What follows belongs to an exercise in optimizing a design on an open flow for small area and a short achievable clock period; a production flow would make more cautious choices.
Only simulation tests tie the RTL to the original design; equivalence was not proved.
Power is estimated from default activity; no workload was simulated.

## v28
Design alu16bit, start of the top module:
module alu16bit (
  input clk,
  input reset,
  input [2:0] operation,
  input [15:0] operand_A,
  input [15:0] operand_B,
  output reg [31:0] result,
  output reg carry_flag,
  output reg zero_flag
);
For scale: about 730 cells after synthesis, about 34 flip-flops, about 7700 um2 of cells after synthesis.
export LEC_CHECK = 0
export ABC_AREA = 0
export CAP_MARGIN = 20
export CORE_MARGIN = 2
export CORE_UTILIZATION = 40
export GPL_TIMING_DRIVEN = 0
export SLEW_MARGIN = 20
export SYNTH_HIERARCHICAL = 1
create_clock -name core_clock -period 7.2 [get_ports {clk}]
standard.sh (not shown) runs the stock make flow with config.mk's settings and CLKGATE_MAP_FILE= SYNTH_SCRIPT=/design/flow/synth_recipe.tcl, a recipe that flattens the netlist after the stock synthesis.
==> flow/flow/run.sh <==
#!/bin/bash
# The standard layout, with two changes to how it is made:
# - the port buffers are plain buffers (sky130 buf_1, which the resizer may
#   upsize) instead of the delay-cell buffers that buffer_ports picks;
# - after global routing, ORFS's power recovery downsizes gates on paths
#   with positive slack (RECOVER_POWER percent of them).
set -euo pipefail
export BUFFER_PORTS_ARGS="-buffer_cell sky130_fd_sc_hd__buf_1"
export RECOVER_POWER=100
bash standard.sh > standard.log 2>&1
The final layout from v28, which completed every stage, passed the timing, DRC and antenna checks at the end of the flow.
Setup changes, v28 to v57
Settings: a change of CORE_UTILIZATION from 40 to 60.
==> flow/flow/run.sh <==
#!/bin/bash
# The standard layout, with the port buffers made of plain buffers (sky130
# buf_1, which the resizer may upsize) instead of the delay-cell buffers that
# buffer_ports picks by default.
set -euo pipefail
export BUFFER_PORTS_ARGS="-buffer_cell sky130_fd_sc_hd__buf_1"
bash standard.sh > standard.log 2>&1
In the metrics for v28 and v57, the one carrying the higher worst slack on hold paths is v28. Sort v28 and v57 by final-layout clock-cell area share desc -> top: v28. Compared with v28, v57 shows a wire length of the first global-routing pass that is about 2% lower. For sequential share of layout area, v57 and v28 come out practically identical. Summary of the comparison: post-route non-filler standard cell count is lower in v57, relative to v28. Sort v28 and v57 by largest fanout on the critical path desc -> top: v28. In the flow results for v28 and v57, the footprint of the multi-input gates is larger on v57. Comparing the two runs side by side, v57 comes out ahead of v28 on routed wire length.
Here is what was changed in the inputs of v27 compared with v57.
Settings: CORE_UTILIZATION now 40, was 60; PLACE_DENSITY now 0.8, previously not set.
[summary]
v57 → v27: number of signal-net buffers in the layout went down by 2.7%, cell area after layout went up by 1.5%, area of the multi-input gates was more or less identical.
Fraction of final layout cells with drive strength greater than 1 across v57 and v27: no real change.
Input-level comparison between v15 and v27:
Settings: PLACE_DENSITY: 0.8 -> unset.
==> flow/flow/run.sh <==
#!/bin/bash
# The standard layout, with two changes to how it is made:
# - the port buffers are plain buffers (sky130 buf_1, which the resizer may
#   upsize) instead of the delay-cell buffers that buffer_ports picks;
# - after global routing, ORFS's power recovery downsizes gates on paths
#   with positive slack (RECOVER_POWER percent of them).
set -euo pipefail
export BUFFER_PORTS_ARGS="-buffer_cell sky130_fd_sc_hd__buf_1"
export RECOVER_POWER=30
bash standard.sh > standard.log 2>&1
## What came out
- Fraction of standard cell area that is sequential essentially unchanged between v27 and v15.
- When v15 is set beside v27, its via count turns out to be 4.0% smaller.
- Between v15 and v27, the worst hold slack is lower for v15.
- Measured against each other, v15 and v27 differ in count of plain and timing-repair buffers, the higher figure coming from v15.
- Diff v15 and v27: critical path depth higher in v27
- Setup slack: v15 more than v27


## onyx
alu16bit, a different RTL version from the one above (not shown whole).
Size in the first run: ~71 I/O pins, about 7700 um2 of cells after synthesis.
export LEC_CHECK = 0
export ABC_AREA = 0
export CAP_MARGIN = 20
export CORE_MARGIN = 2
export CORE_UTILIZATION = 40
export GPL_TIMING_DRIVEN = 0
export SLEW_MARGIN = 20
export SYNTH_HIERARCHICAL = 1
create_clock -name core_clock -period 7.2 [get_ports {clk}]
==> flow/flow/run.sh <==
#!/bin/bash
# The standard layout, with the port buffers made of plain buffers (sky130
# buf_1, which the resizer may upsize) instead of the delay-cell buffers that
# buffer_ports picks by default.
set -euo pipefail
export BUFFER_PORTS_ARGS="-buffer_cell sky130_fd_sc_hd__buf_1"
bash standard.sh > standard.log 2>&1
onyx went all the way through synthesis, placement and routing and the layout is clean on timing, DRC and antenna.
Setup changes, onyx to harbor
# onyx
export LEC_CHECK = 0
export ABC_AREA = 0
export CAP_MARGIN = 20
export CORE_MARGIN = 2
export CORE_UTILIZATION = 40
export GPL_TIMING_DRIVEN = 0
export SLEW_MARGIN = 20
export SYNTH_HIERARCHICAL = 1
create_clock -name core_clock -period 7.2 [get_ports {clk}]
# harbor
export LEC_CHECK = 0
export ABC_AREA = 0
export CAP_MARGIN = 20
export CORE_MARGIN = 2
export CORE_UTILIZATION = 55
export GPL_TIMING_DRIVEN = 0
export SETUP_SLACK_MARGIN = 0.5
export SLEW_MARGIN = 20
export SYNTH_HIERARCHICAL = 1
create_clock -name core_clock -period 7.2 [get_ports {clk}]
Notes after the runs:
harbor vs onyx, die area went down by about 27%. Compared with onyx, harbor degrades clock distribution power. Compared with onyx, in harbor fraction of power consumed by sequential logic now smaller; final clock period utilization by the worst path now smaller; count of placed standard cells including taps now smaller; cell area after layout now larger. For die extent in y, dividing the value from onyx by the value from harbor gives 1.17.
Inputs modified between harbor and sierra:
# harbor
export LEC_CHECK = 0
export ABC_AREA = 0
export CAP_MARGIN = 20
export CORE_MARGIN = 2
export CORE_UTILIZATION = 55
export GPL_TIMING_DRIVEN = 0
export SETUP_SLACK_MARGIN = 0.5
export SLEW_MARGIN = 20
export SYNTH_HIERARCHICAL = 1
create_clock -name core_clock -period 7.2 [get_ports {clk}]
# sierra
export LEC_CHECK = 0
export ABC_AREA = 0
export CAP_MARGIN = 20
export CORE_MARGIN = 2
export CORE_UTILIZATION = 40
export GPL_TIMING_DRIVEN = 1
export SETUP_SLACK_MARGIN = 0.5
export SLEW_MARGIN = 20
export SYNTH_HIERARCHICAL = 1
create_clock -name core_clock -period 7.2 [get_ports {clk}]
## What came out
- sierra completed every stage of the flow, and the final layout passed the timing, DRC and antenna checks.
- In sierra, non-clock buffer share of cell area is higher than in harbor.
- Clock-cell share of area: sierra higher than harbor
- sierra vs harbor — cell count climbed by more than 10%
- Compared with harbor, sierra is hungrier on power.
- harbor → sierra: final area now sits higher; wire length now sits higher; die area now sits higher; area of the multi-input gates now sits lower; clock power share now sits higher.
- On post-layout minimum cycle time, the lower figure sits with sierra, not harbor.
- Lower number of buffers inserted by post-CTS setup repair among harbor and sierra: sierra


Setup of v10:
RTL: one of the versions met above, not the one the previous note started from.
For scale: about 730 cells after synthesis, ~34 flip-flops, roughly 71 I/O pins, about 0.0077 sq mm of cells after synthesis.
Settings: LEC_CHECK=0, ABC_AREA=0, CAP_MARGIN=20, CORE_MARGIN=2, CORE_UTILIZATION=40, GPL_TIMING_DRIVEN=0, SETUP_SLACK_MARGIN=0.5, SLEW_MARGIN=20, SYNTH_HIERARCHICAL=1; clock period 7.2 ns.
Scripts as last shown in full above: flow/flow/run.sh
### v10 -> v9
- swapping 0 for 1 in GPL_TIMING_DRIVEN
- clearing SETUP_SLACK_MARGIN, which used to be 0.5
## What came out
v9 has completed all stages; timing, DRC and antenna checks passed.
Diff v10 -> v9 | total leakage power | down slightly
Comparing v10 and v9, the higher share of power burned in the clock network is on v10.
v9 vs. v10: highest net fanout along the worst path increased 1, core utilization decreased 1.7 points, critical path depth increased 4.5%, wire length increased about 0.9%, routed length per placed instance decreased about 0.7%.
Compared with v10, v9 shows a total met2 wirelength after detailed routing that is 340 um higher.

-- what the ideal ports hide --
In the flow no input, the clock included, has a driving cell. The finished layouts below were timed again as built, in two steps.
Step 1 sets driving cells, clkbuf_16 on the clock port and buf_2 on the other inputs (assumed; they add their load-dependent delay and slew).
Step 2 times the ports against the registers' clock, not the clock port: input delays grow and output delays shrink by t, the midpoint of the rising clock arrivals with the driver on.
Three values: no drivers, after step 1, after step 2; two values: the first two.
| run | shift t [ns] | slack for setup (ns) | worst setup path at the end |
|---|---|---|---|
| v28 | 0.330 | 0.316 / 0.338 / 0.008 | input to register |
| v57 | 0.326 | 0.230 / 0.241 / -0.085 | input to register |
| v27 | 0.331 | 0.307 / 0.316 / -0.015 | input to register |
| v15 | 0.332 | 0.363 / 0.375 / 0.043 | input to register |
| onyx | 0.335 | 0.360 / 0.378 / 0.043 | input to register |
| harbor | 0.328 | 0.670 / 0.682 / 0.355 | input to register |
| sierra | 0.340 | 0.698 / 0.721 / 0.381 | input to register |
| v10 | 0.326 | 0.706 / 0.714 / 0.389 | input to register |
| v9 | 0.326 | 0.318 / 0.333 / 0.008 | input to register |
With both steps, setup timing fails in v57 and v27, where it was met with ideal ports. For v27, which loses most, drivers alone change the setup slack by +0.009 ns; drivers and shift together by -0.322 ns.
